What follows belongs to an exercise in optimizing a design on an open flow for small area, a short achievable clock period and few clock cycles per item; a production flow would make more cautious choices.
Where RTL was checked, it was by simulation tests only, not by an equivalence proof against the original.
Only the layout flow was run in run 1; the RTL was not checked for function there.
No activity file was given, so power comes from the tool's default toggle rates.

## flow/design.v (module list and top-level ports; edited modules follow where they fit)
// module mant_l1: 1514 lines
// module mant_l2: 290 lines
// module mant_pipe: 16 lines
// module single_prec_mult: 34 lines
module single_prec_mult
  (
    input  wire        clk,
    input  wire        reset,
    input  wire        start,
    input  wire [31:0] a,
    input  wire [31:0] b,
    output wire [31:0] product,
    output reg         mult_done
  );
  // ...
==> flow/flow/run.sh <==
#!/bin/bash
# Standard layout with two changes:
#  - the port buffers are buf_2 cells rather than the resizer's default pick
#    (a slow delay buffer);
#  - after the standard synthesis, polarity.py flips full adders (which are
#    self-dual) and swaps XOR/XNOR gates to remove inverters around them;
#    registers are untouched.
set -euo pipefail
export BUFFER_PORTS_ARGS="-buffer_cell sky130_fd_sc_hd__buf_2"
R="$PWD/orfs/results/$FLOW_PLATFORM/single_prec_mult/base"
bash standard.sh "$R/1_2_yosys.v" > synth.log 2>&1
python3 flow/polarity.py "$R/1_2_yosys.v" "$R/1_2_yosys.pol.v" > polarity.log 2>&1
cp "$R/1_2_yosys.v" "$R/1_2_yosys.std.v"
mv "$R/1_2_yosys.pol.v" "$R/1_2_yosys.v"
bash standard.sh > standard.log 2>&1
==> flow/flow/polarity.py <==
#!/usr/bin/env python3
"""Remove inverters around full adders and XOR gates in a mapped sky130 netlist.

A full adder is self-dual: FA(~a,~b,~c) = (~sum, ~cout).  So a full adder may be
replaced by the same cell fed with the complements of its inputs, its outputs then
carrying the complements.  A 2-input XOR absorbs an inversion of any input or of
its output by becoming an XNOR (and the other way round).  This picks, by local
search, which full adders to flip so that fewest signals need an inverted copy, and rebuilds the inverters: one
inverter per signal whose inverted copy some load still needs.  Everything else
in the netlist (registers included) is kept as it is.

usage: polarity.py IN.v OUT.v
"""
import re, sys, collections

src = open(sys.argv[1]).read()
m = re.search(r'^(module .*?;\n)(.*)^endmodule', src, re.S | re.M)
head, body = m.group(1), m.group(2)
inst_re = re.compile(r'^\s*(sky130_fd_sc_hd__\w+)\s+(\S+)\s*\((.*?)\);\n', re.S | re.M)
decls = []
cells = []
pos = 0
for mm in inst_re.finditer(body):
    pre = body[pos:mm.start()]
    decls.append(pre)
    pins = [(p, n.strip()) for p, n in re.findall(r'\.(\w+)\(([^()]*)\)', mm.group(3))]
    cells.append([mm.group(1), mm.group(2), pins])
    pos = mm.end()
tail = body[pos:]
decl_txt = ''.join(decls)
assert 'assign' not in decl_txt and 'assign' not in tail, 'assign statements not handled'

OUTPINS = {'X', 'Y', 'Q', 'Q_N', 'SUM', 'COUT', 'HI', 'LO'}
def is_inv(t):
    return re.match(r'sky130_fd_sc_hd__(clk)?inv_\d+$', t) is not None
def is_xor(t):
    return re.match(r'sky130_fd_sc_hd__x(n)?or2_\d+$', t) is not None
def xor_swap(t):
    return t.replace('__xor2_', '__XNOR2_').replace('__xnor2_', '__xor2_').replace('__XNOR2_', '__xnor2_')
def is_fa(t):
    return re.match(r'sky130_fd_sc_hd__fa_\d+$', t) is not None

ports_out = set()
for mm in re.finditer(r'^\s*output\s+(\[(\d+):(\d+)\]\s+)?(\S+);', head + decl_txt, re.M):
    name = mm.group(4)
    if mm.group(1):
        hi, lo = int(mm.group(2)), int(mm.group(3))
        for i in range(min(hi, lo), max(hi, lo) + 1):
            ports_out.add('%s[%d]' % (name, i))
    else:
        ports_out.add(name)

driver = {}
for ci, (t, n, pins) in enumerate(cells):
    for p, net in pins:
        if p in OUTPINS:
            driver[net] = (ci, p)
invs = set(ci for ci, c in enumerate(cells) if is_inv(c[0]))
fas = [ci for ci, c in enumerate(cells) if is_fa(c[0])]
xors = set(ci for ci, c in enumerate(cells) if is_xor(c[0]))

def base_of(net):
    par = 0
    seen = 0
    while net in driver and driver[net][0] in invs:
        ci = driver[net][0]
        net = dict(cells[ci][2])['A']
        par ^= 1
        seen += 1
        assert seen < 100
    return net, par

# loads: every input pin of a non-inverter cell, plus output ports driven through inverters
loads = []   # (cell index or None, pin, base, parity)
for ci, (t, n, pins) in enumerate(cells):
    if ci in invs:
        continue
    for pi, (p, net) in enumerate(pins):
        if p in OUTPINS:
            continue
        if net.startswith("1'") or net == '':
            continue
        b, par = base_of(net)
        loads.append((ci, pi, b, par))
# output ports driven by inverters need a load entry too
port_loads = []
for net in ports_out:
    if net in driver and driver[net][0] in invs:
        b, par = base_of(net)
        port_loads.append((net, b, par))

fixed = set()
for ci in fas:
    for p, net in cells[ci][2]:
        if p in ('SUM', 'COUT') and net in ports_out:
            fixed.add(ci)
fa_set = set(fas)
flip = collections.defaultdict(int)

by_base = collections.defaultdict(list)
for L in loads:
    by_base[L[2]].append(L)
for net, b, par in port_loads:
    by_base[b].append((None, net, b, par))
cell_bases = collections.defaultdict(set)   # bases touching an FA (as load or driver)
for b, Ls in by_base.items():
    for L in Ls:
        if L[0] is not None and L[0] in fa_set:
            cell_bases[L[0]].add(b)
            # an FA output feeding an xor: the xor's output base is unaffected
    if b in driver and driver[b][0] in fa_set:
        cell_bases[driver[b][0]].add(b)

def wants(b):
    w = set()
    for ci, pi, bb, par in by_base[b]:
        if ci is not None and ci in xors:
            continue
        f = flip[ci] if ci is not None and ci in fa_set else 0
        w.add(par ^ f)
    return w

def out_pol(b):
    # polarity of the physical net b relative to its original value
    if b in driver:
        dc = driver[b][0]
        if dc in fa_set:
            return flip[dc]
        if dc in xors:
            w = wants(b)
            return min(w) if len(w) == 1 else 0
    return 0

def need_inv(b):
    w = wants(b)
    if b in driver and driver[b][0] in xors:
        return 1 if len(w) > 1 else 0
    d = out_pol(b)
    return 1 if any(x != d for x in w) else 0

def cost_around(ci):
    return sum(need_inv(b) for b in cell_bases[ci])

before = sum(need_inv(b) for b in by_base)
changed = True
passes = 0
while changed and passes < 50:
    changed = False
    passes += 1
    for ci in fas:
        if ci in fixed:
            continue
        c0 = cost_around(ci)
        flip[ci] ^= 1
        c1 = cost_around(ci)
        if c1 < c0:
            changed = True
        else:
            flip[ci] ^= 1
# simulated annealing from the greedy result (deterministic seed)
import random, math
rng = random.Random(1)
cur = sum(need_inv(b) for b in by_base)
best = cur; best_flip = dict(flip)
free = [c for c in fas if c not in fixed]
T = 2.0
for it in range(200000):
    ci = free[rng.randrange(len(free))]
    c0 = cost_around(ci)
    flip[ci] ^= 1
    c1 = cost_around(ci)
    dlt = c1 - c0
    if dlt <= 0 or rng.random() < math.exp(-dlt / T):
        cur += dlt
        if cur < best:
            best = cur; best_flip = dict(flip)
    else:
        flip[ci] ^= 1
    T = max(0.05, 2.0 * (1 - it / 150000.0))
flip = collections.defaultdict(int, best_flip)
after = sum(need_inv(b) for b in by_base)

# rebuild
newcells = []
inv_net = {}
extra_wires = []
cnt = [0]
def inverted(b):
    if b not in inv_net:
        cnt[0] += 1
        nn = '_pol_n%d_' % cnt[0]
        extra_wires.append(nn)
        inv_net[b] = nn
        newcells.append(['sky130_fd_sc_hd__inv_1', '_pol_i%d_' % cnt[0], [('A', b), ('Y', nn)]])
    return inv_net[b]
load_map = {}
xor_fix = collections.defaultdict(int)   # parity of input corrections per xor cell
for b, Ls in by_base.items():
    d = out_pol(b)
    for ci, pi, bb, par in Ls:
        if ci is not None and ci in xors:
            load_map[(ci, pi)] = b
            xor_fix[ci] ^= par ^ d
            continue
        f = flip[ci] if ci is not None and ci in fa_set else 0
        want_inv = par ^ f ^ d
        load_map[(ci, pi)] = inverted(b) if want_inv else b
for ci in xors:
    onet = [net for p, net in cells[ci][2] if p in OUTPINS][0]
    if xor_fix[ci] ^ out_pol(onet):
        cells[ci][0] = xor_swap(cells[ci][0])
        newout = 'Y' if '__xnor2_' in cells[ci][0] else 'X'
        cells[ci][2] = [((newout if p in ('X', 'Y') else p), net) for p, net in cells[ci][2]]
out_cells = []
port_assign = []
for ci, (t, n, pins) in enumerate(cells):
    if ci in invs:
        continue
    newpins = []
    for pi, (p, net) in enumerate(pins):
        if (ci, pi) in load_map:
            net = load_map[(ci, pi)]
        newpins.append((p, net))
    out_cells.append([t, n, newpins])
# output ports that were driven by inverters: drive them with a buffer-free inverter or direct
for (ci, net), nn in ((k, v) for k, v in load_map.items() if k[0] is None):
    pass
for net, b, par in port_loads:
    d = out_pol(b)
    if par ^ d:
        cnt[0] += 1
        out_cells.append(['sky130_fd_sc_hd__inv_1', '_pol_o%d_' % cnt[0], [('A', b), ('Y', net)]])
    else:
        cnt[0] += 1
        out_cells.append(['sky130_fd_sc_hd__buf_1', '_pol_o%d_' % cnt[0], [('A', b), ('X', net)]])
out_cells.extend(newcells)

# drop declarations of nets no longer used? keep them (dangling wires are harmless)
o = [head, decl_txt]
for w in extra_wires:
    o.append('  wire %s;\n' % w)
for t, n, pins in out_cells:
    o.append('  %s %s (\n%s\n  );\n' % (t, n, ',\n'.join('    .%s(%s%s)' % (p, net, ' ' if net.startswith('\\') else '') for p, net in pins)))
o.append(tail)
o.append('endmodule\n')
open(sys.argv[2], 'w').write(''.join(o) + src[m.end():])
sys.stderr.write('polarity: %d FAs, %d flipped, inverters %d -> %d (old inverter cells %d), %d passes\n'
                 % (len(fas), sum(flip[c] for c in fas), before, after, len(invs), passes))
==> flow/standard.sh <==
#!/bin/bash
# synth_recipe.tcl (not shown) runs the flow's synth.tcl, then flattens the netlist and writes it again
# the make line also repeats each setting of config.mk as NAME=value (left out here)
make -C /OpenROAD-flow-scripts/flow DESIGN_CONFIG=/design/flow/config.mk WORK_HOME=/design/flow/orfs CLKGATE_MAP_FILE= SYNTH_SCRIPT=/design/flow/synth_recipe.tcl "${@:-finish}"
==> flow/config.mk <==
export PLATFORM = sky130hd
export DESIGN_NAME = single_prec_mult
export DESIGN_NICKNAME = single_prec_mult
export VERILOG_FILES = /design/flow/design.v
export SDC_FILE = /design/flow/constraint.sdc
export NUM_CORES = 4
export LEC_CHECK = 0
export ABC_AREA = 1
export CAP_MARGIN = 20
export CORE_MARGIN = 2
export CORE_UTILIZATION = 70
export CTS_BUF_LIST = sky130_fd_sc_hd__clkbuf_4 sky130_fd_sc_hd__clkbuf_8
export PLACE_DENSITY = 0.8
export SETUP_SLACK_MARGIN = 0.1
export SLEW_MARGIN = 20
==> flow/constraint.sdc <==
create_clock -name core_clock -period 5.0 [get_ports {clk}]
set_input_delay 1.0000 -clock core_clock [delete_from_list [all_inputs] [get_ports {clk}]]
set_output_delay 1.0000 -clock core_clock [all_outputs]
set_load 0.01 [all_outputs]
==> flow_summary.ini, run 1 <==
[placement]
dp_slack_ns = -0.138
dpl.hpwl_mm = 37.6
dp_cells = 2060

[sta]
worst_setup_slack_after_layout_ns = -0.353
period_needed_ns = 5.35
setup_viol_count_final = 31
maxSlewHeadroom = 0.484

[finish]
final_common_cell = o22ai_1
fillers = 1449
nNonClkInverters = 172
area_delta_synth_final_pct = 12.6
post_route_cells_drive_above_1_share = 0.177
regMostFlops = mant_pipe.cut_q
clkCellAreaFrac = 0.0110
postLayoutCoreUtil = 0.804
stdcell_area_um2 = 18200

[drt]
drt_iter0_markers = 1792
routed_wirelength_mm = 50.3
wl_met3_mm = 7.19
dr_total_vias = 14100

[worst_setup_path]
critPathLaunchType = register
top_delay_family_on_crit_path = adder cells
critical_path_depth = 20
max_stage_delay_ns = 0.50
cp_data_arrival_time_ns = 4.35

[global_routing]
globalRouteTotalUtil = 0.422
grt_start_max_net_pins = 48
antenna_violations_before_repair = 0

[floorplanning]
core.rowCount = 55
start_util = 0.714

[clock_tree]
cts_post_setup_buffers_inserted = 16

[power]
power_top_consumer = combinational cells
power.ir.vdd_worst_mv = 0.522
total_switching_power_w = 0.00602

[logic_synthesis]
yosysWarningCount = 2

[min_path]
hold_path.class = in -> async

[outcome]
violatedChecks = negative setup slack
run_status = failed layout checks
==> module mant_l2, before the edit <==
module mant_l2
  (
    input  wire [72:0] q,
    output wire [24:0] p
  );
wire s579;
wire c580;
wire s581;
wire c582;
wire s583;
wire c584;
wire s585;
wire c586;
wire s587;
wire c588;
wire s589;
wire c590;
wire s591;
wire c592;
wire s593;
wire c594;
wire s595;
wire c596;
wire s597;
wire c598;
wire s599;
wire c600;
wire s601;
wire c602;
wire s603;
wire c604;
wire s605;
wire c606;
wire s607;
wire c608;
wire s609;
wire c610;
wire s611;
wire c612;
wire s613;
wire c614;
wire s615;
wire c616;
wire s617;
wire c618;
wire s619;
wire c620;
wire s621;
wire c622;
wire s623;
wire c624;
wire s625;
wire c626;
wire s627;
wire c628;
wire s629;
wire c630;
wire s631;
wire c632;
wire s633;
wire c634;
assign s579 = q[12] ^ q[13];
assign c580 = q[12] & q[13];
assign s581 = q[15] ^ q[16];
assign c582 = q[15] & q[16];
assign s583 = q[17] ^ q[18];
assign c584 = q[17] & q[18];
assign s585 = q[19] ^ q[20];
assign c586 = q[19] & q[20];
assign s587 = q[21] ^ q[22];
assign c588 = q[21] & q[22];
assign s589 = q[23] ^ q[24] ^ q[25];
assign c590 = (q[23] & q[24]) | (q[25] & (q[23] ^ q[24]));
assign s591 = q[26] ^ q[27];
assign c592 = q[26] & q[27];
assign s593 = q[28] ^ q[29] ^ q[30];
assign c594 = (q[28] & q[29]) | (q[30] & (q[28] ^ q[29]));
assign s595 = q[31] ^ q[32];
assign c596 = q[31] & q[32];
assign s597 = q[33] ^ q[34];
assign c598 = q[33] & q[34];
assign s599 = q[35] ^ q[36] ^ q[37];
assign c600 = (q[35] & q[36]) | (q[37] & (q[35] ^ q[36]));
assign s601 = q[38] ^ q[39];
assign c602 = q[38] & q[39];
assign s603 = q[40] ^ q[41];
assign c604 = q[40] & q[41];
assign s605 = q[42] ^ q[43] ^ q[44];
assign c606 = (q[42] & q[43]) | (q[44] & (q[42] ^ q[43]));
assign s607 = q[45] ^ q[46];
assign c608 = q[45] & q[46];
assign s609 = q[47] ^ q[48];
assign c610 = q[47] & q[48];
assign s611 = q[49] ^ q[50];
assign c612 = q[49] & q[50];
assign s613 = q[51] ^ q[52];
assign c614 = q[51] & q[52];
assign s615 = q[53] ^ q[54];
assign c616 = q[53] & q[54];
assign s617 = q[55] ^ q[56];
assign c618 = q[55] & q[56];
assign s619 = q[57] ^ q[58];
assign c620 = q[57] & q[58];
assign s621 = q[59] ^ q[60];
assign c622 = q[59] & q[60];
assign s623 = q[61] ^ q[62];
assign c624 = q[61] & q[62];
assign s625 = q[63] ^ q[64];
assign c626 = q[63] & q[64];
assign s627 = q[65] ^ q[66];
assign c628 = q[65] & q[66];
assign s629 = q[67] ^ q[68];
assign c630 = q[67] & q[68];
assign s631 = q[69] ^ q[70];
assign c632 = q[69] & q[70];
assign s633 = q[71] ^ q[72];
assign c634 = q[71] & q[72];
wire [33:0] fa_a = {c632, c630, c628, c626, c624, c622, c620, c618, c616, c614, c612, c610, c608, s607, c604, c602, s601, c598, c596, s595, c592, s591, c588, c586, c584, c582, c580, q[14], q[10], q[8], q[6], q[4], q[2], q[0]};
wire [33:0] fa_b = {s633, s631, s629, s627, s625, s623, s621, s619, s617, s615, s613, s611, s609, c606, s605, s603, c600, s599, s597, c594, s593, c590, s589, s587, s585, s583, s581, s579, q[11], q[9], q[7], q[5], q[3], q[1]};
wire [33:0] fg = fa_a & fa_b;
wire [33:0] fp = fa_a ^ fa_b;
wire bg1 = fg[1] | (fp[1] & fg[0]);
wire bp1 = fp[1] & fp[0];
wire bg2 = fg[3] | (fp[3] & fg[2]);
wire bp2 = fp[3] & fp[2];
wire bg3 = fg[5] | (fp[5] & fg[4]);
wire bp3 = fp[5] & fp[4];
wire bg4 = fg[7] | (fp[7] & fg[6]);
wire bp4 = fp[7] & fp[6];
wire bg5 = fg[9] | (fp[9] & fg[8]);
wire bp5 = fp[9] & fp[8];
wire bg6 = fg[11] | (fp[11] & fg[10]);
wire bp6 = fp[11] & fp[10];
wire bg7 = fg[13] | (fp[13] & fg[12]);
wire bp7 = fp[13] & fp[12];
wire bg8 = fg[15] | (fp[15] & fg[14]);
wire bp8 = fp[15] & fp[14];
wire bg9 = fg[17] | (fp[17] & fg[16]);
wire bp9 = fp[17] & fp[16];
wire bg10 = fg[19] | (fp[19] & fg[18]);
wire bp10 = fp[19] & fp[18];
wire bg11 = fg[21] | (fp[21] & fg[20]);
wire bp11 = fp[21] & fp[20];
wire bg12 = fg[23] | (fp[23] & fg[22]);
wire bp12 = fp[23] & fp[22];
wire bg13 = fg[25] | (fp[25] & fg[24]);
wire bp13 = fp[25] & fp[24];
wire bg14 = fg[27] | (fp[27] & fg[26]);
wire bp14 = fp[27] & fp[26];
wire bg15 = fg[29] | (fp[29] & fg[28]);
wire bp15 = fp[29] & fp[28];
wire bg16 = fg[31] | (fp[31] & fg[30]);
wire bp16 = fp[31] & fp[30];
wire bg17 = fg[33] | (fp[33] & fg[32]);
wire bp17 = fp[33] & fp[32];
wire bg18 = fg[2] | (fp[2] & bg1);
wire bp18 = fp[2] & bp1;
wire bg19 = bg2 | (bp2 & bg1);
wire bp19 = bp2 & bp1;
wire bg20 = fg[6] | (fp[6] & bg3);
wire bp20 = fp[6] & bp3;
wire bg21 = bg4 | (bp4 & bg3);
wire bp21 = bp4 & bp3;
wire bg22 = fg[10] | (fp[10] & bg5);
wire bp22 = fp[10] & bp5;
wire bg23 = bg6 | (bp6 & bg5);
wire bp23 = bp6 & bp5;
wire bg24 = fg[14] | (fp[14] & bg7);
wire bp24 = fp[14] & bp7;
wire bg25 = bg8 | (bp8 & bg7);
wire bp25 = bp8 & bp7;
wire bg26 = fg[18] | (fp[18] & bg9);
wire bp26 = fp[18] & bp9;
wire bg27 = bg10 | (bp10 & bg9);
wire bp27 = bp10 & bp9;
wire bg28 = fg[22] | (fp[22] & bg11);
wire bp28 = fp[22] & bp11;
wire bg29 = bg12 | (bp12 & bg11);
wire bp29 = bp12 & bp11;
wire bg30 = fg[26] | (fp[26] & bg13);
wire bp30 = fp[26] & bp13;
wire bg31 = bg14 | (bp14 & bg13);
wire bp31 = bp14 & bp13;
wire bg32 = fg[30] | (fp[30] & bg15);
wire bp32 = fp[30] & bp15;
wire bg33 = bg16 | (bp16 & bg15);
wire bp33 = bp16 & bp15;
wire bg34 = fg[4] | (fp[4] & bg19);
wire bp34 = fp[4] & bp19;
wire bg35 = bg3 | (bp3 & bg19);
wire bp35 = bp3 & bp19;
wire bg36 = bg20 | (bp20 & bg19);
wire bp36 = bp20 & bp19;
wire bg37 = bg21 | (bp21 & bg19);
wire bp37 = bp21 & bp19;
wire bg38 = fg[12] | (fp[12] & bg23);
wire bp38 = fp[12] & bp23;
wire bg39 = bg7 | (bp7 & bg23);
wire bp39 = bp7 & bp23;
wire bg40 = bg24 | (bp24 & bg23);
wire bp40 = bp24 & bp23;
wire bg41 = bg25 | (bp25 & bg23);
wire bp41 = bp25 & bp23;
wire bg42 = fg[20] | (fp[20] & bg27);
wire bp42 = fp[20] & bp27;
wire bg43 = bg11 | (bp11 & bg27);
wire bp43 = bp11 & bp27;
wire bg44 = bg28 | (bp28 & bg27);
wire bp44 = bp28 & bp27;
wire bg45 = bg29 | (bp29 & bg27);
wire bp45 = bp29 & bp27;
wire bg46 = fg[28] | (fp[28] & bg31);
wire bp46 = fp[28] & bp31;
wire bg47 = bg15 | (bp15 & bg31);
wire bp47 = bp15 & bp31;
wire bg48 = bg32 | (bp32 & bg31);
wire bp48 = bp32 & bp31;
wire bg49 = bg33 | (bp33 & bg31);
wire bp49 = bp33 & bp31;
wire bg50 = fg[8] | (fp[8] & bg37);
wire bp50 = fp[8] & bp37;
wire bg51 = bg5 | (bp5 & bg37);
wire bp51 = bp5 & bp37;
wire bg52 = bg22 | (bp22 & bg37);
wire bp52 = bp22 & bp37;
wire bg53 = bg23 | (bp23 & bg37);
wire bp53 = bp23 & bp37;
wire bg54 = bg38 | (bp38 & bg37);
wire bp54 = bp38 & bp37;
wire bg55 = bg39 | (bp39 & bg37);
wire bp55 = bp39 & bp37;
wire bg56 = bg40 | (bp40 & bg37);
wire bp56 = bp40 & bp37;
wire bg57 = bg41 | (bp41 & bg37);
wire bp57 = bp41 & bp37;
wire bg58 = fg[24] | (fp[24] & bg45);
wire bp58 = fp[24] & bp45;
wire bg59 = bg13 | (bp13 & bg45);
wire bp59 = bp13 & bp45;
wire bg60 = bg30 | (bp30 & bg45);
wire bp60 = bp30 & bp45;
wire bg61 = bg31 | (bp31 & bg45);
wire bp61 = bp31 & bp45;
wire bg62 = bg46 | (bp46 & bg45);
wire bp62 = bp46 & bp45;
wire bg63 = bg47 | (bp47 & bg45);
wire bp63 = bp47 & bp45;
wire bg64 = bg48 | (bp48 & bg45);
wire bp64 = bp48 & bp45;
wire bg65 = bg49 | (bp49 & bg45);
wire bp65 = bp49 & bp45;
wire bg66 = fg[16] | (fp[16] & bg57);
wire bp66 = fp[16] & bp57;
wire bg67 = bg9 | (bp9 & bg57);
wire bp67 = bp9 & bp57;
wire bg68 = bg26 | (bp26 & bg57);
wire bp68 = bp26 & bp57;
wire bg69 = bg27 | (bp27 & bg57);
wire bp69 = bp27 & bp57;
wire bg70 = bg42 | (bp42 & bg57);
wire bp70 = bp42 & bp57;
wire bg71 = bg43 | (bp43 & bg57);
wire bp71 = bp43 & bp57;
wire bg72 = bg44 | (bp44 & bg57);
wire bp72 = bp44 & bp57;
wire bg73 = bg45 | (bp45 & bg57);
wire bp73 = bp45 & bp57;
wire bg74 = bg58 | (bp58 & bg57);
wire bp74 = bp58 & bp57;
wire bg75 = bg59 | (bp59 & bg57);
wire bp75 = bp59 & bp57;
wire bg76 = bg60 | (bp60 & bg57);
wire bp76 = bp60 & bp57;
wire bg77 = bg61 | (bp61 & bg57);
wire bp77 = bp61 & bp57;
wire bg78 = bg62 | (bp62 & bg57);
wire bp78 = bp62 & bp57;
wire bg79 = bg63 | (bp63 & bg57);
wire bp79 = bp63 & bp57;
wire bg80 = bg64 | (bp64 & bg57);
wire bp80 = bp64 & bp57;
wire bg81 = bg65 | (bp65 & bg57);
wire bp81 = bp65 & bp57;
wire bg82 = fg[32] | (fp[32] & bg81);
wire bp82 = fp[32] & bp81;
wire bg83 = bg17 | (bp17 & bg81);
wire bp83 = bp17 & bp81;
wire [33:0] fsum = {fp[33] ^ bg82, fp[32] ^ bg81, fp[31] ^ bg80, fp[30] ^ bg79, fp[29] ^ bg78, fp[28] ^ bg77, fp[27] ^ bg76, fp[26] ^ bg75, fp[25] ^ bg74, fp[24] ^ bg73, fp[23] ^ bg72, fp[22] ^ bg71, fp[21] ^ bg70, fp[20] ^ bg69, fp[19] ^ bg68, fp[18] ^ bg67, fp[17] ^ bg66, fp[16] ^ bg57, fp[15] ^ bg56, fp[14] ^ bg55, fp[13] ^ bg54, fp[12] ^ bg53, fp[11] ^ bg52, fp[10] ^ bg51, fp[9] ^ bg50, fp[8] ^ bg37, fp[7] ^ bg36, fp[6] ^ bg35, fp[5] ^ bg34, fp[4] ^ bg19, fp[3] ^ bg18, fp[2] ^ bg1, fp[1] ^ fg[0], fp[0]};
assign p = fsum[33:9];
endmodule
==> module mant_pipe, before the edit <==
module mant_pipe
  (
    input  wire        clk,
    input  wire        en,
    input  wire [22:0] x,
    input  wire [22:0] y,
    output wire [24:0] p
  );
wire [72:0] cut;
reg  [72:0] cut_q;
mant_l1 mant_l1 (.x(x), .y(y), .cut(cut));
always @(posedge clk)
  if (en)
    cut_q <= cut;
mant_l2 mant_l2 (.q(cut_q), .p(p));
endmodule
==> run 2: changes to the inputs <==
--- a/flow/design.v
+++ b/flow/design.v
@@ -1,13 +1,13 @@
 module mant_l1
   (
     input  wire [22:0] x,
     input  wire [22:0] y,
-    output wire [72:0] cut
+    output wire [76:0] cut
   );
 wire s1;
 wire c2;
 wire s3;
 wire c4;
 wire s5;
 wire c6;
 wire s7;
@@ -973,68 +973,55 @@
 assign s53 = pp3_5 ^ pp4_3 ^ pp5_1;
 assign c54 = (pp3_5 & pp4_3) | (pp5_1 & (pp3_5 ^ pp4_3));
 assign s55 = c42 ^ c44 ^ s51;
 assign c56 = (c42 & c44) | (s51 & (c42 ^ c44));
 assign s57 = s53 ^ c46 ^ s55;
 assign c58 = (s53 & c46) | (s55 & (s53 ^ c46));
 assign s59 = c48 ^ s57;
 assign c60 = c48 & s57;
+wire [12:0] lowsum = {1'b0, c50, c40, s37, c24, s21, s15, s9, s5, c2, pp1_0, pp0_1, neg0} + {1'b0, s59, s49, s39, s31, s23, s17, s11, s7, s3, s1, 1'b0, pp0_0};
 assign s61 = neg6 ^ pp0_12 ^ pp1_10;
 assign c62 = (neg6 & pp0_12) | (pp1_10 & (neg6 ^ pp0_12));
 assign s63 = pp2_8 ^ pp3_6 ^ pp4_4;
 assign c64 = (pp2_8 & pp3_6) | (pp4_4 & (pp2_8 ^ pp3_6));
 assign s65 = pp5_2 ^ pp6_0 ^ c52;
 assign c66 = (pp5_2 & pp6_0) | (c52 & (pp5_2 ^ pp6_0));
 assign s67 = c54 ^ s61 ^ s63;
 assign c68 = (c54 & s61) | (s63 & (c54 ^ s61));
 assign s69 = s65 ^ c56 ^ s67;
 assign c70 = (s65 & c56) | (s67 & (s65 ^ c56));
-assign s71 = c58 ^ s69;
-assign c72 = c58 & s69;
+assign s71 = c58 ^ s69 ^ c60;
+assign c72 = (c58 & s69) | (c60 & (c58 ^ s69));
 assign s73 = pp0_13 ^ pp1_11 ^ pp2_9;
 assign c74 = (pp0_13 & pp1_11) | (pp2_9 & (pp0_13 ^ pp1_11));
 assign s75 = pp3_7 ^ pp4_5 ^ pp5_3;
 assign c76 = (pp3_7 & pp4_5) | (pp5_3 & (pp3_7 ^ pp4_5));
 assign s77 = pp6_1 ^ c62 ^ c64;
 assign c78 = (pp6_1 & c62) | (c64 & (pp6_1 ^ c62));
 assign s79 = s73 ^ s75 ^ c66;
 assign c80 = (s73 & s75) | (c66 & (s73 ^ s75));
 assign s81 = c68 ^ s77 ^ s79;
 assign c82 = (c68 & s77) | (s79 & (c68 ^ s77));
-assign s83 = c70 ^ c72;
-assign c84 = c70 & c72;
-wire lc0 = (neg0 & pp0_0);
-wire lc1 = (pp0_1 & 1'b0) | ((pp0_1 | 1'b0) & lc0);
-wire lc2 = (pp1_0 & s1) | ((pp1_0 | s1) & lc1);
-wire lc3 = (c2 & s3) | ((c2 | s3) & lc2);
-wire lc4 = (s5 & s7) | ((s5 | s7) & lc3);
-wire lc5 = (s9 & s11) | ((s9 | s11) & lc4);
-wire lc6 = (s15 & s17) | ((s15 | s17) & lc5);
-wire lc7 = (s21 & s23) | ((s21 | s23) & lc6);
-wire lc8 = (c24 & s31) | ((c24 | s31) & lc7);
-wire lc9 = (s37 & s39) | ((s37 | s39) & lc8);
-wire lc10 = (c40 & s49) | ((c40 | s49) & lc9);
-wire lc11 = (c50 & s59) | ((c50 | s59) & lc10);
-wire lc12 = (c60 & s71) | ((c60 | s71) & lc11);
-wire lc13 = (s81 & s83) | ((s81 | s83) & lc12);
+assign s83 = c70 ^ s81;
+assign c84 = c70 & s81;
 assign s85 = neg7 ^ pp0_14 ^ pp1_12;
 assign c86 = (neg7 & pp0_14) | (pp1_12 & (neg7 ^ pp0_14));
 assign s87 = pp2_10 ^ pp3_8 ^ pp4_6;
 assign c88 = (pp2_10 & pp3_8) | (pp4_6 & (pp2_10 ^ pp3_8));
 assign s89 = pp5_4 ^ pp6_2 ^ pp7_0;
 assign c90 = (pp5_4 & pp6_2) | (pp7_0 & (pp5_4 ^ pp6_2));
 assign s91 = c74 ^ c76 ^ s85;
 assign c92 = (c74 & c76) | (s85 & (c74 ^ c76));
 assign s93 = s87 ^ s89 ^ c78;
 assign c94 = (s87 & s89) | (c78 & (s87 ^ s89));
 assign s95 = s91 ^ c80 ^ s93;
 assign c96 = (s91 & c80) | (s93 & (s91 ^ c80));
-assign s97 = c82 ^ s95 ^ c84;
-assign c98 = (c82 & s95) | (c84 & (c82 ^ s95));
+assign s97 = c82 ^ s95;
+assign c98 = c82 & s95;
 assign s99 = pp0_15 ^ pp1_13 ^ pp2_11;
 assign c100 = (pp0_15 & pp1_13) | (pp2_11 & (pp0_15 ^ pp1_13));
 assign s101 = pp3_9 ^ pp4_7 ^ pp5_5;
 assign c102 = (pp3_9 & pp4_7) | (pp5_5 & (pp3_9 ^ pp4_7));
 assign s103 = pp6_3 ^ pp7_1 ^ c86;
 assign c104 = (pp6_3 & pp7_1) | (c86 & (pp6_3 ^ pp7_1));
 assign s105 = c88 ^ c90 ^ s101;
 assign c106 = (c88 & c90) | (s101 & (c88 ^ c90));
@@ -1505,21 +1492,21 @@
 assign s571 = c564 ^ s569 ^ c566;
 assign c572 = (c564 & s569) | (c566 & (c564 ^ s569));
 assign s573 = 1'b1 ^ x[22] ^ pp11_24;
 assign c574 = (1'b1 & x[22]) | (pp11_24 & (1'b1 ^ x[22]));
 assign s575 = c570 ^ s573;
 assign c576 = c570 & s573;
 assign s577 = 1'b1 ^ c574;
 assign c578 = 1'b1 & c574;
-assign cut = {c576, s577, c572, s575, s571, c568, c562, s567, s561, c556, c548, s555, s547, c540, c530, s539, s529, c520, c508, s519, s507, c496, c482, s495, s481, c468, s467, c452, c436, s451, c434, s435, c418, s417, c400, c382, s399, c380, s381, c362, s361, c342, c322, s341, c320, s321, c300, c278, s299, c276, s277, c256, s255, c236, s235, c216, s215, c198, c180, s197, c178, s179, s177, s161, c144, s143, c128, s127, c112, c98, s111, lc13, s97};
+assign cut = {c576, s577, c572, s575, s571, c568, c562, s567, s561, c556, c548, s555, s547, c540, c530, s539, s529, c520, c508, s519, s507, c496, c482, s495, s481, c468, s467, c452, c436, s451, c434, s435, c418, s417, c400, c382, s399, c380, s381, c362, s361, c342, c322, s341, c320, s321, c300, c278, s299, c276, s277, c256, s255, c236, s235, c216, s215, c198, c180, s197, c178, s179, s177, s161, c144, s143, c128, s127, c112, s111, c98, s97, c84, c72, s83, lowsum[12], s71};
 endmodule
 module mant_l2
   (
-    input  wire [72:0] q,
+    input  wire [76:0] q,
     output wire [24:0] p
   );
 wire s579;
 wire c580;
 wire s581;
 wire c582;
 wire s583;
 wire c584;
@@ -1568,76 +1555,76 @@
 wire s627;
 wire c628;
 wire s629;
 wire c630;
 wire s631;
 wire c632;
 wire s633;
 wire c634;
-assign s579 = q[12] ^ q[13];
-assign c580 = q[12] & q[13];
-assign s581 = q[15] ^ q[16];
-assign c582 = q[15] & q[16];
-assign s583 = q[17] ^ q[18];
-assign c584 = q[17] & q[18];
-assign s585 = q[19] ^ q[20];
-assign c586 = q[19] & q[20];
-assign s587 = q[21] ^ q[22];
-assign c588 = q[21] & q[22];
-assign s589 = q[23] ^ q[24] ^ q[25];
-assign c590 = (q[23] & q[24]) | (q[25] & (q[23] ^ q[24]));
-assign s591 = q[26] ^ q[27];
-assign c592 = q[26] & q[27];
-assign s593 = q[28] ^ q[29] ^ q[30];
-assign c594 = (q[28] & q[29]) | (q[30] & (q[28] ^ q[29]));
-assign s595 = q[31] ^ q[32];
-assign c596 = q[31] & q[32];
-assign s597 = q[33] ^ q[34];
-assign c598 = q[33] & q[34];
-assign s599 = q[35] ^ q[36] ^ q[37];
-assign c600 = (q[35] & q[36]) | (q[37] & (q[35] ^ q[36]));
-assign s601 = q[38] ^ q[39];
-assign c602 = q[38] & q[39];
-assign s603 = q[40] ^ q[41];
-assign c604 = q[40] & q[41];
-assign s605 = q[42] ^ q[43] ^ q[44];
-assign c606 = (q[42] & q[43]) | (q[44] & (q[42] ^ q[43]));
-assign s607 = q[45] ^ q[46];
-assign c608 = q[45] & q[46];
-assign s609 = q[47] ^ q[48];
-assign c610 = q[47] & q[48];
-assign s611 = q[49] ^ q[50];
-assign c612 = q[49] & q[50];
-assign s613 = q[51] ^ q[52];
-assign c614 = q[51] & q[52];
-assign s615 = q[53] ^ q[54];
-assign c616 = q[53] & q[54];
-assign s617 = q[55] ^ q[56];
-assign c618 = q[55] & q[56];
-assign s619 = q[57] ^ q[58];
-assign c620 = q[57] & q[58];
-assign s621 = q[59] ^ q[60];
-assign c622 = q[59] & q[60];
-assign s623 = q[61] ^ q[62];
-assign c624 = q[61] & q[62];
-assign s625 = q[63] ^ q[64];
-assign c626 = q[63] & q[64];
-assign s627 = q[65] ^ q[66];
-assign c628 = q[65] & q[66];
-assign s629 = q[67] ^ q[68];
-assign c630 = q[67] & q[68];
-assign s631 = q[69] ^ q[70];
-assign c632 = q[69] & q[70];
-assign s633 = q[71] ^ q[72];
-assign c634 = q[71] & q[72];
-wire [33:0] fa_a = {c632, c630, c628, c626, c624, c622, c620, c618, c616, c614, c612, c610, c608, s607, c604, c602, s601, c598, c596, s595, c592, s591, c588, c586, c584, c582, c580, q[14], q[10], q[8], q[6], q[4], q[2], q[0]};
-wire [33:0] fa_b = {s633, s631, s629, s627, s625, s623, s621, s619, s617, s615, s613, s611, s609, c606, s605, s603, c600, s599, s597, c594, s593, c590, s589, s587, s585, s583, s581, s579, q[11], q[9], q[7], q[5], q[3], q[1]};
-wire [33:0] fg = fa_a & fa_b;
-wire [33:0] fp = fa_a ^ fa_b;
+assign s579 = q[16] ^ q[17];
+assign c580 = q[16] & q[17];
+assign s581 = q[19] ^ q[20];
+assign c582 = q[19] & q[20];
+assign s583 = q[21] ^ q[22];
+assign c584 = q[21] & q[22];
+assign s585 = q[23] ^ q[24];
+assign c586 = q[23] & q[24];
+assign s587 = q[25] ^ q[26];
+assign c588 = q[25] & q[26];
+assign s589 = q[27] ^ q[28] ^ q[29];
+assign c590 = (q[27] & q[28]) | (q[29] & (q[27] ^ q[28]));
+assign s591 = q[30] ^ q[31];
+assign c592 = q[30] & q[31];
+assign s593 = q[32] ^ q[33] ^ q[34];
+assign c594 = (q[32] & q[33]) | (q[34] & (q[32] ^ q[33]));
+assign s595 = q[35] ^ q[36];
+assign c596 = q[35] & q[36];
+assign s597 = q[37] ^ q[38];
+assign c598 = q[37] & q[38];
+assign s599 = q[39] ^ q[40] ^ q[41];
+assign c600 = (q[39] & q[40]) | (q[41] & (q[39] ^ q[40]));
+assign s601 = q[42] ^ q[43];
+assign c602 = q[42] & q[43];
+assign s603 = q[44] ^ q[45];
+assign c604 = q[44] & q[45];
+assign s605 = q[46] ^ q[47] ^ q[48];
+assign c606 = (q[46] & q[47]) | (q[48] & (q[46] ^ q[47]));
+assign s607 = q[49] ^ q[50];
+assign c608 = q[49] & q[50];
+assign s609 = q[51] ^ q[52];
+assign c610 = q[51] & q[52];
+assign s611 = q[53] ^ q[54];
+assign c612 = q[53] & q[54];
+assign s613 = q[55] ^ q[56];
+assign c614 = q[55] & q[56];
+assign s615 = q[57] ^ q[58];
+assign c616 = q[57] & q[58];
+assign s617 = q[59] ^ q[60];
+assign c618 = q[59] & q[60];
+assign s619 = q[61] ^ q[62];
+assign c620 = q[61] & q[62];
+assign s621 = q[63] ^ q[64];
+assign c622 = q[63] & q[64];
+assign s623 = q[65] ^ q[66];
+assign c624 = q[65] & q[66];
+assign s625 = q[67] ^ q[68];
+assign c626 = q[67] & q[68];
+assign s627 = q[69] ^ q[70];
+assign c628 = q[69] & q[70];
+assign s629 = q[71] ^ q[72];
+assign c630 = q[71] & q[72];
+assign s631 = q[73] ^ q[74];
+assign c632 = q[73] & q[74];
+assign s633 = q[75] ^ q[76];
+assign c634 = q[75] & q[76];
+wire [35:0] fa_a = {c632, c630, c628, c626, c624, c622, c620, c618, c616, c614, c612, c610, c608, s607, c604, c602, s601, c598, c596, s595, c592, s591, c588, c586, c584, c582, c580, q[18], q[14], q[12], q[10], q[8], q[6], q[4], q[2], q[0]};
+wire [35:0] fa_b = {s633, s631, s629, s627, s625, s623, s621, s619, s617, s615, s613, s611, s609, c606, s605, s603, c600, s599, s597, c594, s593, c590, s589, s587, s585, s583, s581, s579, q[15], q[13], q[11], q[9], q[7], q[5], q[3], q[1]};
+wire [35:0] fg = fa_a & fa_b;
+wire [35:0] fp = fa_a ^ fa_b;
 wire bg1 = fg[1] | (fp[1] & fg[0]);
 wire bp1 = fp[1] & fp[0];
 wire bg2 = fg[3] | (fp[3] & fg[2]);
 wire bp2 = fp[3] & fp[2];
 wire bg3 = fg[5] | (fp[5] & fg[4]);
 wire bp3 = fp[5] & fp[4];
 wire bg4 = fg[7] | (fp[7] & fg[6]);
 wire bp4 = fp[7] & fp[6];
@@ -1662,161 +1649,171 @@
 wire bg14 = fg[27] | (fp[27] & fg[26]);
 wire bp14 = fp[27] & fp[26];
 wire bg15 = fg[29] | (fp[29] & fg[28]);
 wire bp15 = fp[29] & fp[28];
 wire bg16 = fg[31] | (fp[31] & fg[30]);
 wire bp16 = fp[31] & fp[30];
 wire bg17 = fg[33] | (fp[33] & fg[32]);
 wire bp17 = fp[33] & fp[32];
-wire bg18 = fg[2] | (fp[2] & bg1);
-wire bp18 = fp[2] & bp1;
-wire bg19 = bg2 | (bp2 & bg1);
-wire bp19 = bp2 & bp1;
-wire bg20 = fg[6] | (fp[6] & bg3);
-wire bp20 = fp[6] & bp3;
-wire bg21 = bg4 | (bp4 & bg3);
-wire bp21 = bp4 & bp3;
-wire bg22 = fg[10] | (fp[10] & bg5);
-wire bp22 = fp[10] & bp5;
-wire bg23 = bg6 | (bp6 & bg5);
-wire bp23 = bp6 & bp5;
-wire bg24 = fg[14] | (fp[14] & bg7);
-wire bp24 = fp[14] & bp7;
-wire bg25 = bg8 | (bp8 & bg7);
-wire bp25 = bp8 & bp7;
-wire bg26 = fg[18] | (fp[18] & bg9);
-wire bp26 = fp[18] & bp9;
-wire bg27 = bg10 | (bp10 & bg9);
-wire bp27 = bp10 & bp9;
-wire bg28 = fg[22] | (fp[22] & bg11);
-wire bp28 = fp[22] & bp11;
-wire bg29 = bg12 | (bp12 & bg11);
-wire bp29 = bp12 & bp11;
-wire bg30 = fg[26] | (fp[26] & bg13);
-wire bp30 = fp[26] & bp13;
-wire bg31 = bg14 | (bp14 & bg13);
-wire bp31 = bp14 & bp13;
-wire bg32 = fg[30] | (fp[30] & bg15);
-wire bp32 = fp[30] & bp15;
-wire bg33 = bg16 | (bp16 & bg15);
-wire bp33 = bp16 & bp15;
-wire bg34 = fg[4] | (fp[4] & bg19);
-wire bp34 = fp[4] & bp19;
-wire bg35 = bg3 | (bp3 & bg19);
-wire bp35 = bp3 & bp19;
-wire bg36 = bg20 | (bp20 & bg19);
-wire bp36 = bp20 & bp19;
-wire bg37 = bg21 | (bp21 & bg19);
-wire bp37 = bp21 & bp19;
-wire bg38 = fg[12] | (fp[12] & bg23);
-wire bp38 = fp[12] & bp23;
-wire bg39 = bg7 | (bp7 & bg23);
-wire bp39 = bp7 & bp23;
-wire bg40 = bg24 | (bp24 & bg23);
-wire bp40 = bp24 & bp23;
-wire bg41 = bg25 | (bp25 & bg23);
-wire bp41 = bp25 & bp23;
-wire bg42 = fg[20] | (fp[20] & bg27);
-wire bp42 = fp[20] & bp27;
-wire bg43 = bg11 | (bp11 & bg27);
-wire bp43 = bp11 & bp27;
-wire bg44 = bg28 | (bp28 & bg27);
-wire bp44 = bp28 & bp27;
-wire bg45 = bg29 | (bp29 & bg27);
-wire bp45 = bp29 & bp27;
-wire bg46 = fg[28] | (fp[28] & bg31);
-wire bp46 = fp[28] & bp31;
-wire bg47 = bg15 | (bp15 & bg31);
-wire bp47 = bp15 & bp31;
-wire bg48 = bg32 | (bp32 & bg31);
-wire bp48 = bp32 & bp31;
-wire bg49 = bg33 | (bp33 & bg31);
-wire bp49 = bp33 & bp31;
-wire bg50 = fg[8] | (fp[8] & bg37);
-wire bp50 = fp[8] & bp37;
-wire bg51 = bg5 | (bp5 & bg37);
-wire bp51 = bp5 & bp37;
-wire bg52 = bg22 | (bp22 & bg37);
-wire bp52 = bp22 & bp37;
-wire bg53 = bg23 | (bp23 & bg37);
-wire bp53 = bp23 & bp37;
-wire bg54 = bg38 | (bp38 & bg37);
-wire bp54 = bp38 & bp37;
-wire bg55 = bg39 | (bp39 & bg37);
-wire bp55 = bp39 & bp37;
-wire bg56 = bg40 | (bp40 & bg37);
-wire bp56 = bp40 & bp37;
-wire bg57 = bg41 | (bp41 & bg37);
-wire bp57 = bp41 & bp37;
-wire bg58 = fg[24] | (fp[24] & bg45);
-wire bp58 = fp[24] & bp45;
-wire bg59 = bg13 | (bp13 & bg45);
-wire bp59 = bp13 & bp45;
-wire bg60 = bg30 | (bp30 & bg45);
-wire bp60 = bp30 & bp45;
-wire bg61 = bg31 | (bp31 & bg45);
-wire bp61 = bp31 & bp45;
-wire bg62 = bg46 | (bp46 & bg45);
-wire bp62 = bp46 & bp45;
-wire bg63 = bg47 | (bp47 & bg45);
-wire bp63 = bp47 & bp45;
-wire bg64 = bg48 | (bp48 & bg45);
-wire bp64 = bp48 & bp45;
-wire bg65 = bg49 | (bp49 & bg45);
-wire bp65 = bp49 & bp45;
-wire bg66 = fg[16] | (fp[16] & bg57);
-wire bp66 = fp[16] & bp57;
-wire bg67 = bg9 | (bp9 & bg57);
-wire bp67 = bp9 & bp57;
-wire bg68 = bg26 | (bp26 & bg57);
-wire bp68 = bp26 & bp57;
-wire bg69 = bg27 | (bp27 & bg57);
-wire bp69 = bp27 & bp57;
-wire bg70 = bg42 | (bp42 & bg57);
-wire bp70 = bp42 & bp57;
-wire bg71 = bg43 | (bp43 & bg57);
-wire bp71 = bp43 & bp57;
-wire bg72 = bg44 | (bp44 & bg57);
-wire bp72 = bp44 & bp57;
-wire bg73 = bg45 | (bp45 & bg57);
-wire bp73 = bp45 & bp57;
-wire bg74 = bg58 | (bp58 & bg57);
-wire bp74 = bp58 & bp57;
-wire bg75 = bg59 | (bp59 & bg57);
-wire bp75 = bp59 & bp57;
-wire bg76 = bg60 | (bp60 & bg57);
-wire bp76 = bp60 & bp57;
-wire bg77 = bg61 | (bp61 & bg57);
-wire bp77 = bp61 & bp57;
-wire bg78 = bg62 | (bp62 & bg57);
-wire bp78 = bp62 & bp57;
-wire bg79 = bg63 | (bp63 & bg57);
-wire bp79 = bp63 & bp57;
-wire bg80 = bg64 | (bp64 & bg57);
-wire bp80 = bp64 & bp57;
-wire bg81 = bg65 | (bp65 & bg57);
-wire bp81 = bp65 & bp57;
-wire bg82 = fg[32] | (fp[32] & bg81);
-wire bp82 = fp[32] & bp81;
-wire bg83 = bg17 | (bp17 & bg81);
-wire bp83 = bp17 & bp81;
-wire [33:0] fsum = {fp[33] ^ bg82, fp[32] ^ bg81, fp[31] ^ bg80, fp[30] ^ bg79, fp[29] ^ bg78, fp[28] ^ bg77, fp[27] ^ bg76, fp[26] ^ bg75, fp[25] ^ bg74, fp[24] ^ bg73, fp[23] ^ bg72, fp[22] ^ bg71, fp[21] ^ bg70, fp[20] ^ bg69, fp[19] ^ bg68, fp[18] ^ bg67, fp[17] ^ bg66, fp[16] ^ bg57, fp[15] ^ bg56, fp[14] ^ bg55, fp[13] ^ bg54, fp[12] ^ bg53, fp[11] ^ bg52, fp[10] ^ bg51, fp[9] ^ bg50, fp[8] ^ bg37, fp[7] ^ bg36, fp[6] ^ bg35, fp[5] ^ bg34, fp[4] ^ bg19, fp[3] ^ bg18, fp[2] ^ bg1, fp[1] ^ fg[0], fp[0]};
-assign p = fsum[33:9];
+wire bg18 = fg[35] | (fp[35] & fg[34]);
+wire bp18 = fp[35] & fp[34];
+wire bg19 = fg[2] | (fp[2] & bg1);
+wire bp19 = fp[2] & bp1;
+wire bg20 = bg2 | (bp2 & bg1);
+wire bp20 = bp2 & bp1;
+wire bg21 = fg[6] | (fp[6] & bg3);
+wire bp21 = fp[6] & bp3;
+wire bg22 = bg4 | (bp4 & bg3);
+wire bp22 = bp4 & bp3;
+wire bg23 = fg[10] | (fp[10] & bg5);
+wire bp23 = fp[10] & bp5;
+wire bg24 = bg6 | (bp6 & bg5);
+wire bp24 = bp6 & bp5;
+wire bg25 = fg[14] | (fp[14] & bg7);
+wire bp25 = fp[14] & bp7;
+wire bg26 = bg8 | (bp8 & bg7);
+wire bp26 = bp8 & bp7;
+wire bg27 = fg[18] | (fp[18] & bg9);
+wire bp27 = fp[18] & bp9;
+wire bg28 = bg10 | (bp10 & bg9);
+wire bp28 = bp10 & bp9;
+wire bg29 = fg[22] | (fp[22] & bg11);
+wire bp29 = fp[22] & bp11;
+wire bg30 = bg12 | (bp12 & bg11);
+wire bp30 = bp12 & bp11;
+wire bg31 = fg[26] | (fp[26] & bg13);
+wire bp31 = fp[26] & bp13;
+wire bg32 = bg14 | (bp14 & bg13);
+wire bp32 = bp14 & bp13;
+wire bg33 = fg[30] | (fp[30] & bg15);
+wire bp33 = fp[30] & bp15;
+wire bg34 = bg16 | (bp16 & bg15);
+wire bp34 = bp16 & bp15;
+wire bg35 = fg[34] | (fp[34] & bg17);
+wire bp35 = fp[34] & bp17;
+wire bg36 = bg18 | (bp18 & bg17);
+wire bp36 = bp18 & bp17;
+wire bg37 = fg[4] | (fp[4] & bg20);
+wire bp37 = fp[4] & bp20;
+wire bg38 = bg3 | (bp3 & bg20);
+wire bp38 = bp3 & bp20;
+wire bg39 = bg21 | (bp21 & bg20);
+wire bp39 = bp21 & bp20;
+wire bg40 = bg22 | (bp22 & bg20);
+wire bp40 = bp22 & bp20;
+wire bg41 = fg[12] | (fp[12] & bg24);
+wire bp41 = fp[12] & bp24;
+wire bg42 = bg7 | (bp7 & bg24);
+wire bp42 = bp7 & bp24;
+wire bg43 = bg25 | (bp25 & bg24);
+wire bp43 = bp25 & bp24;
+wire bg44 = bg26 | (bp26 & bg24);
+wire bp44 = bp26 & bp24;
+wire bg45 = fg[20] | (fp[20] & bg28);
+wire bp45 = fp[20] & bp28;
+wire bg46 = bg11 | (bp11 & bg28);
+wire bp46 = bp11 & bp28;
+wire bg47 = bg29 | (bp29 & bg28);
+wire bp47 = bp29 & bp28;
+wire bg48 = bg30 | (bp30 & bg28);
+wire bp48 = bp30 & bp28;
+wire bg49 = fg[28] | (fp[28] & bg32);
+wire bp49 = fp[28] & bp32;
+wire bg50 = bg15 | (bp15 & bg32);
+wire bp50 = bp15 & bp32;
+wire bg51 = bg33 | (bp33 & bg32);
+wire bp51 = bp33 & bp32;
+wire bg52 = bg34 | (bp34 & bg32);
+wire bp52 = bp34 & bp32;
+wire bg53 = fg[8] | (fp[8] & bg40);
+wire bp53 = fp[8] & bp40;
+wire bg54 = bg5 | (bp5 & bg40);
+wire bp54 = bp5 & bp40;
+wire bg55 = bg23 | (bp23 & bg40);
+wire bp55 = bp23 & bp40;
+wire bg56 = bg24 | (bp24 & bg40);
+wire bp56 = bp24 & bp40;
+wire bg57 = bg41 | (bp41 & bg40);
+wire bp57 = bp41 & bp40;
+wire bg58 = bg42 | (bp42 & bg40);
+wire bp58 = bp42 & bp40;
+wire bg59 = bg43 | (bp43 & bg40);
+wire bp59 = bp43 & bp40;
+wire bg60 = bg44 | (bp44 & bg40);
+wire bp60 = bp44 & bp40;
+wire bg61 = fg[24] | (fp[24] & bg48);
+wire bp61 = fp[24] & bp48;
+wire bg62 = bg13 | (bp13 & bg48);
+wire bp62 = bp13 & bp48;
+wire bg63 = bg31 | (bp31 & bg48);
+wire bp63 = bp31 & bp48;
+wire bg64 = bg32 | (bp32 & bg48);
+wire bp64 = bp32 & bp48;
+wire bg65 = bg49 | (bp49 & bg48);
+wire bp65 = bp49 & bp48;
+wire bg66 = bg50 | (bp50 & bg48);
+wire bp66 = bp50 & bp48;
+wire bg67 = bg51 | (bp51 & bg48);
+wire bp67 = bp51 & bp48;
+wire bg68 = bg52 | (bp52 & bg48);
+wire bp68 = bp52 & bp48;
+wire bg69 = fg[16] | (fp[16] & bg60);
+wire bp69 = fp[16] & bp60;
+wire bg70 = bg9 | (bp9 & bg60);
+wire bp70 = bp9 & bp60;
+wire bg71 = bg27 | (bp27 & bg60);
+wire bp71 = bp27 & bp60;
+wire bg72 = bg28 | (bp28 & bg60);
+wire bp72 = bp28 & bp60;
+wire bg73 = bg45 | (bp45 & bg60);
+wire bp73 = bp45 & bp60;
+wire bg74 = bg46 | (bp46 & bg60);
+wire bp74 = bp46 & bp60;
+wire bg75 = bg47 | (bp47 & bg60);
+wire bp75 = bp47 & bp60;
+wire bg76 = bg48 | (bp48 & bg60);
+wire bp76 = bp48 & bp60;
+wire bg77 = bg61 | (bp61 & bg60);
+wire bp77 = bp61 & bp60;
+wire bg78 = bg62 | (bp62 & bg60);
+wire bp78 = bp62 & bp60;
+wire bg79 = bg63 | (bp63 & bg60);
+wire bp79 = bp63 & bp60;
+wire bg80 = bg64 | (bp64 & bg60);
+wire bp80 = bp64 & bp60;
+wire bg81 = bg65 | (bp65 & bg60);
+wire bp81 = bp65 & bp60;
+wire bg82 = bg66 | (bp66 & bg60);
+wire bp82 = bp66 & bp60;
+wire bg83 = bg67 | (bp67 & bg60);
+wire bp83 = bp67 & bp60;
+wire bg84 = bg68 | (bp68 & bg60);
+wire bp84 = bp68 & bp60;
+wire bg85 = fg[32] | (fp[32] & bg84);
+wire bp85 = fp[32] & bp84;
+wire bg86 = bg17 | (bp17 & bg84);
+wire bp86 = bp17 & bp84;
+wire bg87 = bg35 | (bp35 & bg84);
+wire bp87 = bp35 & bp84;
+wire bg88 = bg36 | (bp36 & bg84);
+wire bp88 = bp36 & bp84;
+wire [35:0] fsum = {fp[35] ^ bg87, fp[34] ^ bg86, fp[33] ^ bg85, fp[32] ^ bg84, fp[31] ^ bg83, fp[30] ^ bg82, fp[29] ^ bg81, fp[28] ^ bg80, fp[27] ^ bg79, fp[26] ^ bg78, fp[25] ^ bg77, fp[24] ^ bg76, fp[23] ^ bg75, fp[22] ^ bg74, fp[21] ^ bg73, fp[20] ^ bg72, fp[19] ^ bg71, fp[18] ^ bg70, fp[17] ^ bg69, fp[16] ^ bg60, fp[15] ^ bg59, fp[14] ^ bg58, fp[13] ^ bg57, fp[12] ^ bg56, fp[11] ^ bg55, fp[10] ^ bg54, fp[9] ^ bg53, fp[8] ^ bg40, fp[7] ^ bg39, fp[6] ^ bg38, fp[5] ^ bg37, fp[4] ^ bg20, fp[3] ^ bg19, fp[2] ^ bg1, fp[1] ^ fg[0], fp[0]};
+assign p = fsum[35:11];
 endmodule
 module mant_pipe
   (
     input  wire        clk,
     input  wire        en,
     input  wire [22:0] x,
     input  wire [22:0] y,
     output wire [24:0] p
   );
-wire [72:0] cut;
-reg  [72:0] cut_q;
+wire [76:0] cut;
+reg  [76:0] cut_q;
 mant_l1 mant_l1 (.x(x), .y(y), .cut(cut));
 always @(posedge clk)
   if (en)
     cut_q <= cut;
 mant_l2 mant_l2 (.q(cut_q), .p(p));
 endmodule
 module single_prec_mult
   (
==> flow/flow/run.sh (replaced) <==
#!/bin/bash
# Standard layout with two changes:
#  - the port buffers are buf_2 cells rather than the resizer's default pick
#    (a slow delay buffer);
#  - after the standard synthesis, polarity.py flips full adders (which are
#    self-dual) to remove inverters between them; registers are untouched.
set -euo pipefail
export BUFFER_PORTS_ARGS="-buffer_cell sky130_fd_sc_hd__buf_2"
R="$PWD/orfs/results/$FLOW_PLATFORM/single_prec_mult/base"
bash standard.sh "$R/1_2_yosys.v" > synth.log 2>&1
python3 flow/polarity.py "$R/1_2_yosys.v" "$R/1_2_yosys.pol.v" > polarity.log 2>&1
cp "$R/1_2_yosys.v" "$R/1_2_yosys.std.v"
mv "$R/1_2_yosys.pol.v" "$R/1_2_yosys.v"
bash standard.sh > standard.log 2>&1
--- a/flow/flow/polarity.py
+++ b/flow/flow/polarity.py
@@ -1,16 +1,15 @@
 #!/usr/bin/env python3
-"""Remove inverters around full adders and XOR gates in a mapped sky130 netlist.
+"""Remove inverters around full adders in a mapped sky130 netlist.
 
 A full adder is self-dual: FA(~a,~b,~c) = (~sum, ~cout).  So a full adder may be
 replaced by the same cell fed with the complements of its inputs, its outputs then
-carrying the complements.  A 2-input XOR absorbs an inversion of any input or of
-its output by becoming an XNOR (and the other way round).  This picks, by local
-search, which full adders to flip so that fewest signals need an inverted copy, and rebuilds the inverters: one
+carrying the complements.  This picks, by local search, which full adders to flip
+so that fewest signals need an inverted copy, and rebuilds the inverters: one
 inverter per signal whose inverted copy some load still needs.  Everything else
 in the netlist (registers included) is kept as it is.
 
 usage: polarity.py IN.v OUT.v
 """
 import re, sys, collections
 
 src = open(sys.argv[1]).read()
@@ -28,20 +27,16 @@
     pos = mm.end()
 tail = body[pos:]
 decl_txt = ''.join(decls)
 assert 'assign' not in decl_txt and 'assign' not in tail, 'assign statements not handled'
 
 OUTPINS = {'X', 'Y', 'Q', 'Q_N', 'SUM', 'COUT', 'HI', 'LO'}
 def is_inv(t):
     return re.match(r'sky130_fd_sc_hd__(clk)?inv_\d+$', t) is not None
-def is_xor(t):
-    return re.match(r'sky130_fd_sc_hd__x(n)?or2_\d+$', t) is not None
-def xor_swap(t):
-    return t.replace('__xor2_', '__XNOR2_').replace('__xnor2_', '__xor2_').replace('__XNOR2_', '__xnor2_')
 def is_fa(t):
     return re.match(r'sky130_fd_sc_hd__fa_\d+$', t) is not None
 
 ports_out = set()
 for mm in re.finditer(r'^\s*output\s+(\[(\d+):(\d+)\]\s+)?(\S+);', head + decl_txt, re.M):
     name = mm.group(4)
     if mm.group(1):
         hi, lo = int(mm.group(2)), int(mm.group(3))
@@ -52,17 +47,16 @@
 
 driver = {}
 for ci, (t, n, pins) in enumerate(cells):
     for p, net in pins:
         if p in OUTPINS:
             driver[net] = (ci, p)
 invs = set(ci for ci, c in enumerate(cells) if is_inv(c[0]))
 fas = [ci for ci, c in enumerate(cells) if is_fa(c[0])]
-xors = set(ci for ci, c in enumerate(cells) if is_xor(c[0]))
 
 def base_of(net):
     par = 0
     seen = 0
     while net in driver and driver[net][0] in invs:
         ci = driver[net][0]
         net = dict(cells[ci][2])['A']
         par ^= 1
@@ -102,46 +96,26 @@
     by_base[L[2]].append(L)
 for net, b, par in port_loads:
     by_base[b].append((None, net, b, par))
 cell_bases = collections.defaultdict(set)   # bases touching an FA (as load or driver)
 for b, Ls in by_base.items():
     for L in Ls:
         if L[0] is not None and L[0] in fa_set:
             cell_bases[L[0]].add(b)
-            # an FA output feeding an xor: the xor's output base is unaffected
     if b in driver and driver[b][0] in fa_set:
         cell_bases[driver[b][0]].add(b)
 
-def wants(b):
-    w = set()
+def need_inv(b):
+    d = flip[driver[b][0]] if b in driver and driver[b][0] in fa_set else 0
     for ci, pi, bb, par in by_base[b]:
-        if ci is not None and ci in xors:
-            continue
         f = flip[ci] if ci is not None and ci in fa_set else 0
-        w.add(par ^ f)
-    return w
-
-def out_pol(b):
-    # polarity of the physical net b relative to its original value
-    if b in driver:
-        dc = driver[b][0]
-        if dc in fa_set:
-            return flip[dc]
-        if dc in xors:
-            w = wants(b)
-            return min(w) if len(w) == 1 else 0
+        if par ^ f ^ d:
+            return 1
     return 0
-
-def need_inv(b):
-    w = wants(b)
-    if b in driver and driver[b][0] in xors:
-        return 1 if len(w) > 1 else 0
-    d = out_pol(b)
-    return 1 if any(x != d for x in w) else 0
 
 def cost_around(ci):
     return sum(need_inv(b) for b in cell_bases[ci])
 
 before = sum(need_inv(b) for b in by_base)
 changed = True
 passes = 0
 while changed and passes < 50:
@@ -189,49 +163,38 @@
     if b not in inv_net:
         cnt[0] += 1
         nn = '_pol_n%d_' % cnt[0]
         extra_wires.append(nn)
         inv_net[b] = nn
         newcells.append(['sky130_fd_sc_hd__inv_1', '_pol_i%d_' % cnt[0], [('A', b), ('Y', nn)]])
     return inv_net[b]
 load_map = {}
-xor_fix = collections.defaultdict(int)   # parity of input corrections per xor cell
 for b, Ls in by_base.items():
-    d = out_pol(b)
+    d = flip[driver[b][0]] if b in driver and driver[b][0] in fa_set else 0
     for ci, pi, bb, par in Ls:
-        if ci is not None and ci in xors:
-            load_map[(ci, pi)] = b
-            xor_fix[ci] ^= par ^ d
-            continue
         f = flip[ci] if ci is not None and ci in fa_set else 0
         want_inv = par ^ f ^ d
         load_map[(ci, pi)] = inverted(b) if want_inv else b
-for ci in xors:
-    onet = [net for p, net in cells[ci][2] if p in OUTPINS][0]
-    if xor_fix[ci] ^ out_pol(onet):
-        cells[ci][0] = xor_swap(cells[ci][0])
-        newout = 'Y' if '__xnor2_' in cells[ci][0] else 'X'
-        cells[ci][2] = [((newout if p in ('X', 'Y') else p), net) for p, net in cells[ci][2]]
 out_cells = []
 port_assign = []
 for ci, (t, n, pins) in enumerate(cells):
     if ci in invs:
         continue
     newpins = []
     for pi, (p, net) in enumerate(pins):
         if (ci, pi) in load_map:
             net = load_map[(ci, pi)]
         newpins.append((p, net))
     out_cells.append([t, n, newpins])
 # output ports that were driven by inverters: drive them with a buffer-free inverter or direct
 for (ci, net), nn in ((k, v) for k, v in load_map.items() if k[0] is None):
     pass
 for net, b, par in port_loads:
-    d = out_pol(b)
+    d = flip[driver[b][0]] if b in driver and driver[b][0] in fa_set else 0
     if par ^ d:
         cnt[0] += 1
         out_cells.append(['sky130_fd_sc_hd__inv_1', '_pol_o%d_' % cnt[0], [('A', b), ('Y', net)]])
     else:
         cnt[0] += 1
         out_cells.append(['sky130_fd_sc_hd__buf_1', '_pol_o%d_' % cnt[0], [('A', b), ('X', net)]])
 out_cells.extend(newcells)
 
==> flow/config.mk (replaced) <==
export PLATFORM = sky130hd
export DESIGN_NAME = single_prec_mult
export DESIGN_NICKNAME = single_prec_mult
export VERILOG_FILES = /design/flow/design.v
export SDC_FILE = /design/flow/constraint.sdc
export NUM_CORES = 4
export LEC_CHECK = 0
export ABC_AREA = 1
export CAP_MARGIN = 20
export CORE_MARGIN = 2
export CORE_UTILIZATION = 76
export PLACE_DENSITY = 0.86
export SETUP_SLACK_MARGIN = 0.1
export SLEW_MARGIN = 20
==> flow_summary.ini, run 2 <==
[outcome]
run_status = finished clean

[clock_tree]
tritoncts.num_buffers = 9
cts_repair_resize_count = 0
clock_tree_from_tritoncts = built
cts_hold_repair.buffers = 0
cts_sinks = 88
clockRootBuffer = clkbuf_16
htree_num_levels = 3
worstSkewPairLatency_ns = 0.36
clk_path_buf_depth = 2
worst_setup_hold_path_clk_slew_ns = 0.08
cts_post_setup_buffers_inserted = 0

[floorplanning]
core.rowCount = 54
die-height_um = 153
core_area_um2 = 21800
die-width_um = 153
floorplan_die_area_um2 = 23500
design.portCount = 100
start_util = 0.776

[run]
cap_violations = 0

[sta]
maxSlewHeadroom = 0.328
post-route-period-util = 0.944
fmaxAchievable_ghz = 0.212
setup_viol_count_final = 0
setup_tns_ns = 0
report.final.slew_viol_count = 0
worst-slew-pin-transition_ns = 1.01
worst_setup_slack_after_layout_ns = 0.282
grt_setup_unrepaired = no
hold_violation_count_in_the_final_report = 0
finalClockSkew_ns = 0
period_needed_ns = 4.72

[finish]
fin_nets = 2379
post_route_cells_drive_above_1_share = 0.144
regMostFlops = mant_pipe.cut_q
largest_register_ff_count = 77
fillers = 1209
top_flop_regs = mant_pipe.cut_q (77), e_q (8)
area_delta_synth_final_pct = 10.3
commonest_cells_after_routing_fill_and_taps_aside = 280 x xor2_1, 262 x o22ai_1, 252 x fa_1
final_common_cell = xor2_1

[drt]
routed_wirelength_mm = 54.7
drt_pre_antenna_iters = 13
drt_iter0_markers = 2630
ant_nets = 0
per_cell_routed_wire_length_um = 24.6
drc_errors = 0
drt-vias-per-instance = 6.81
dr_total_vias = 15100

[logic_synthesis]
syn_nets = 2266
synthCells = 1822
avgSynthCellArea_um2 = 9.29
yosysWarningCount = 2
netlist_area_um2 = 16900

[worst_setup_path]
cp_common_cell = nand2_2
endpoint_kind = output port
crit_path_top_delay_cell = fa_1
worst-path-max-fanout = 31
cp_data_arrival_time_ns = 3.72
crit_path_cell_trace = fa_1 -> ha_1 -> nand2_1 -> nor4_2 -> nand2_1 -> nand2_2 -> nand2_2 -> nand2_4 -> nand2_2 -> nand2_2 -> nand2_2 -> nand2_4 -> nand3_1 -> nand2_1 -> buf_2
critPathLaunchType = register
max_stage_delay_ns = 0.56
worstSetupPathType = reg -> out
crit_required_ns = 4.00

[placement]
dpl.hpwl_mm = 42.6
gpl.final_weighted_congestion = 1.03
portBuffers = 99
dp_slack_ns = 0.0311

[min_path]
hold_path.class = in -> async

[global_routing]
grt_start_max_net_pins = 63
globalRouteTotalUtil = 0.478
antenna_violations_before_repair = 2
grt_overflow_total = 0
number_of_global_route_vias_before_repair = 15400
wire_length_of_the_first_global_routing_pass_mm = 85.3

[power]
cellLeakagePower_nw = 8.87
power.density_nw_per_um2 = 684
power.ir.vdd_worst_mv = 0.776
## run 2: final cells by class
cell class              count  area, um2  share of cell area
well taps                 280        350              0.0188
diodes                      2       5.00            0.000268
clock buffers              10        239              0.0128
multi-input cells        1347      12800               0.684
flip-flops and latches     88       2640               0.141
repair buffers            242       1660              0.0891
inverters                 247        927              0.0497
clock inverters             6       77.6             0.00416
## run 2: routing by layer
metal	track usage	vias up	routed length, um
met1	0.612	7153	18700
met3	0.143	363	7770
met5	0	-	13
met4	0.258	2	4060
li1	-	6328	-
met2	0.737	1284	24200
## run 2: worst max-delay path, delay by kind of cell (launching register included)
family / cells / cell delay, ns
simple gates: 12 / 1.90
fa+ha+maj: 2 / 0.92
flops: 1 / 0.40
buf+inv: 1 / 0.13
## run 2: report_power, final
part | switching [W] | total [W] | internal, W
sequential | 0.000145 | 0.00185 | 0.00171
combinational | 0.00611 | 0.0102 | 0.00405
clock | 0.000351 | 0.000762 | 0.000410
## run 2: path summary, 6_finish.rpt
check / start / end / slack (ns) / depth (start not counted)
max: mant_pipe.cut_q[32]$_DFFE_PP_ / product[4] / 0.28 / 15
min: reset / mult_done$_DFFE_PP0P_ / 0.46 / 2
min in group core_clock: mult_done$_DFFE_PP0P_ / mult_done$_DFFE_PP0P_ / 0.49 / 1
max reg2reg: mult_done$_DFFE_PP0P_ / mult_done$_DFFE_PP0P_ / 4.21 / 1
max in group asynchronous: reset / mult_done$_DFFE_PP0P_ / 4.45 / 2
min reg2reg: mult_done$_DFFE_PP0P_ / mult_done$_DFFE_PP0P_ / 0.49 / 1
## run 2: metrics by stage
step           hold slack [ns]   util  cell area, um2  total power (W)  cells
6_report                 0.457  0.855           18700           0.0128   2222
5_1_grt                  0.449  0.855           18700           0.0139   2221
4_1_cts                  0.454  0.855           18600           0.0125   2220
3_5_place_dp             0.470  0.840           18300           0.0117   2204
3_3_place_gp             0.454  0.840           18300           0.0109   2204
2_1_floorplan            0.512      -           16900          0.00861   1822
Testbench counts of run 2, summed over its fixed seeds: cycles 2,048, items 2,048.

[separate check: timing with driven ports]
The flow's constraints put no driver on any port. The routed layouts listed below were extracted and timed again, unchanged, in two steps. Step 1 assumes that a clkbuf_16 drives the clock port and a buf_2 every other input. Step 2 moves the port delays by t, midway between the first and last clock arrival at a register: inputs arrive t later, outputs are due t later. That takes back most of the time a late clock gives input paths. a / b / c = ideal / step 1 / step 2; a / b = the first two.
run | t, ns | slack for setup (ns) | worst register clock-pin slew, ns | worst data-port slew with drivers (ns) | cell pins on the clock port's net
run 1 | 0.435 | -0.353 / -0.401 / -0.054 | 0.12 / 0.12 | 0.05 | 1
run 2 | 0.409 | 0.282 / 0.233 / -0.074 | 0.08 / 0.08 | 0.07 | 1
With both steps, setup timing fails in run 2, where it was met with ideal ports. For run 2, which loses most, drivers alone change the setup slack by -0.049 ns; drivers and shift together by -0.356 ns.
